Context: an optimization exercise on an open-source flow, tuned for small area, a short achievable clock period and few clock cycles. The choices shown serve that exercise and are no tape-out recipe. In this exercise RTL edits were held to simulation tests only and were not proved equivalent to the original.

## rsa_core
module rsa_core #(
    parameter WIDTH = 32
)(
    input  wire                 clk,
    input  wire                 rst,
    input  wire                 start,
    input  wire [WIDTH-1:0]     m_in,
    input  wire [WIDTH-1:0]     e_in,
    input  wire [WIDTH-1:0]     n_in,
    output reg  [WIDTH-1:0]     out,
    output reg                  busy,
    output reg                  done
);
For scale: roughly 3400 cells after synthesis, roughly 150 flip-flops, roughly 130 I/O pins.
Settings: LEC_CHECK=0, CAP_MARGIN=30, CORE_MARGIN=2, CORE_UTILIZATION=40, CTS_BUF_LIST=sky130_fd_sc_hd__clkbuf_4 sky130_fd_sc_hd__clkbuf_8, SETUP_SLACK_MARGIN=5, SLEW_MARGIN=30, SYNTH_HIERARCHICAL=1; clock period 375.0 ns.
standard.sh (not shown) runs the stock make flow with config.mk's settings and CLKGATE_MAP_FILE= SYNTH_SCRIPT=/design/flow/synth_recipe.tcl, a recipe that flattens the netlist after the stock synthesis.
==> flow/flow/run.sh <==
#!/bin/bash
set -euo pipefail
export BUFFER_PORTS_ARGS="-buffer_cell sky130_fd_sc_hd__buf_2"
bash standard.sh synth > synth.log 2>&1
bash standard.sh finish > layout.log 2>&1
The baseline went through all stages and came out clean.
Testbench counts at the start, summed over its fixed seeds: cycles 12,664.
Next try:
==> flow/flow/run.sh (replaced) <==
#!/bin/bash
set -euo pipefail
export BUFFER_PORTS_ARGS="-buffer_cell sky130_fd_sc_hd__buf_1"
bash standard.sh synth > synth.log 2>&1
bash standard.sh finish > layout.log 2>&1
Settings changed: CORE_UTILIZATION 40 to 65.
=> The new run finished with timing, DRC and antenna clean. Setup slack gets worse by 92 ps. Die area went down by about 40%. Wire length goes down by about 2%. Final area decreases by 2.1%.
Next try:
==> flow/flow/run.sh (replaced) <==
#!/bin/bash
set -euo pipefail
export BUFFER_PORTS_ARGS="-buffer_cell sky130_fd_sc_hd__buf_2"
bash standard.sh synth > synth.log 2>&1
bash standard.sh finish > layout.log 2>&1
Settings changed: CORE_UTILIZATION 65 to 40, CTS_BUF_LIST sky130_fd_sc_hd__clkbuf_4 sky130_fd_sc_hd__clkbuf_8 to not set.
Result: Clock-buffer cell count is lower by 3; global-route usage is lower by 12 points; final cell count is higher by roughly a tenth.

* * *

build 8:
Starting RTL as in the previous note.
==> flow/config.mk <==
export PLATFORM = sky130hd
export DESIGN_NAME = rsa_core
export DESIGN_NICKNAME = rsa_core
export VERILOG_FILES = /design/flow/design.v
export SDC_FILE = /design/flow/constraint.sdc
export NUM_CORES = 8
export LEC_CHECK = 0
export CAP_MARGIN = 30
export CORE_MARGIN = 2
export CORE_UTILIZATION = 75
export CTS_BUF_LIST = sky130_fd_sc_hd__clkbuf_4 sky130_fd_sc_hd__clkbuf_8
export SETUP_SLACK_MARGIN = 5
export SLEW_MARGIN = 30
export SYNTH_HIERARCHICAL = 1
==> flow/constraint.sdc <==
create_clock -name core_clock -period 375.0 [get_ports {clk}]
set_input_delay 75.0000 -clock core_clock [delete_from_list [all_inputs] [get_ports {clk}]]
set_output_delay 75.0000 -clock core_clock [all_outputs]
set_load 0.01 [all_outputs]
==> flow/flow/run.sh <==
#!/bin/bash
set -euo pipefail
export BUFFER_PORTS_ARGS="-buffer_cell sky130_fd_sc_hd__buf_1"
bash standard.sh synth > synth.log 2>&1
bash standard.sh finish > layout.log 2>&1
Testbench counts of build 8, summed over its fixed seeds: cycles 12,664.
Relative to build 8, the following input files were edited for build 88:
# build 8
export LEC_CHECK = 0
export CAP_MARGIN = 30
export CORE_MARGIN = 2
export CORE_UTILIZATION = 75
export CTS_BUF_LIST = sky130_fd_sc_hd__clkbuf_4 sky130_fd_sc_hd__clkbuf_8
export SETUP_SLACK_MARGIN = 5
export SLEW_MARGIN = 30
export SYNTH_HIERARCHICAL = 1
create_clock -name core_clock -period 375.0 [get_ports {clk}]
# build 88
export LEC_CHECK = 0
export CAP_MARGIN = 30
export CORE_MARGIN = 2
export CORE_UTILIZATION = 55
export CTS_BUF_LIST = sky130_fd_sc_hd__clkbuf_4 sky130_fd_sc_hd__clkbuf_8
export SETUP_SLACK_MARGIN = 5
export SLEW_MARGIN = 30
export SYNTH_HIERARCHICAL = 1
create_clock -name core_clock -period 375.0 [get_ports {clk}]
Results
Looking at final routed wirelength across all metal layers across build 8 and build 88, the one that comes out higher is build 8. As far as critical path depth goes, build 88 and build 8 are indistinguishable; the numbers are identical. Note that the die area recorded for build 8 amounts to 0.74 times the value seen in build 88. There was hardly any difference in maximum frequency between build 88 and build 8. When build 88 is measured against build 8, its total length of routed met3 wires turns out 48% lower. From build 8 to build 88 the numbers moved as follows: post-synthesis register bit count held steady; fraction of met3 tracks used by global routing fell by 3.8 points; total instance count after detailed placement climbed about 7%; wire length of the first global-routing pass saw a decrease.
Relative to build 88, the following input files were edited for build 37:
# build 88
export LEC_CHECK = 0
export CAP_MARGIN = 30
export CORE_MARGIN = 2
export CORE_UTILIZATION = 55
export CTS_BUF_LIST = sky130_fd_sc_hd__clkbuf_4 sky130_fd_sc_hd__clkbuf_8
export SETUP_SLACK_MARGIN = 5
export SLEW_MARGIN = 30
export SYNTH_HIERARCHICAL = 1
create_clock -name core_clock -period 375.0 [get_ports {clk}]
# build 37
export LEC_CHECK = 0
export CAP_MARGIN = 30
export CORE_MARGIN = 2
export CORE_UTILIZATION = 40
export CTS_BUF_LIST = sky130_fd_sc_hd__clkbuf_4 sky130_fd_sc_hd__clkbuf_8
export SETUP_SLACK_MARGIN = 5
export SLEW_MARGIN = 30
export SYNTH_HIERARCHICAL = 1
create_clock -name core_clock -period 375.0 [get_ports {clk}]
[summary]
Build 37: number of ordinary and repair buffers in the finished layout is 0.98% lower than what build 88 reported.
Diff build 88 -> build 37 | antenna diode count | increase of 1
Going from build 88 to build 37, wire length fell 2.8 mm, setup slack climbed 0.031 ns.
Fraction of cell area in non-clock buffers of build 88 is on par with build 37.
Lower register-to-register setup slack among build 88 and build 37: build 88
As far as number of buffers inserted for hold repair after clock tree synthesis goes, build 88 and build 37 are indistinguishable; the numbers are identical.
Clock-buffer cell count: build 88 and build 37 compared, lower one is build 88
Lower number of iterations in the first detailed-routing pass goes to build 37 over build 88.
In the flow results for build 88 and build 37, the cell depth of the worst setup path is larger on build 37.

-- separate check: timing with driven ports --
No port has a modelled driver above. Below, the same layouts with a new extraction and two added sets of constraints.
Step 1, drivers: a clkbuf_16 drives clk and a buf_2 each remaining input, both assumed.
Step 2 also shifts input and output timing later by t, the mid clock arrival at the registers, as if the neighbouring blocks saw the same clock.
Three values: no drivers, after step 1, after step 2; two values: the first two.
| run | shift t [ns] | setup slack, ns | hold WS [ns] | worst data-port slew with drivers (ns) | pins driven straight from the clock port |
|---|---|---|---|---|---|
| the first run of note 1 | 0.496 | 298.926 / 298.885 / 298.485 | 0.497 / 0.497 / 0.497 | 0.07 | 1 |
| the second run of note 1 | 0.490 | 298.834 / 298.824 / 298.334 | 0.513 / 0.513 / 0.513 | 0.06 | 1 |
| the third run of note 1 | 0.473 | 298.937 / 298.903 / 298.475 | 0.491 / 0.491 / 0.491 | 0.07 | 1 |
| build 8 | 0.507 | 298.727 / 298.750 / 298.243 | 0.499 / 0.499 / 0.499 | 0.10 | 1 |
| build 88 | 0.522 | 298.811 / 298.814 / 298.293 | 0.494 / 0.494 / 0.494 | 0.06 | 1 |
| build 37 | 0.488 | 298.842 / 298.843 / 298.354 | 0.515 / 0.515 / 0.515 | 0.06 | 1 |
After both steps setup and hold are still met in every run listed. The setup slack of build 88, which loses most, moves by +0.003 ns with the drivers and by -0.518 ns with both steps.
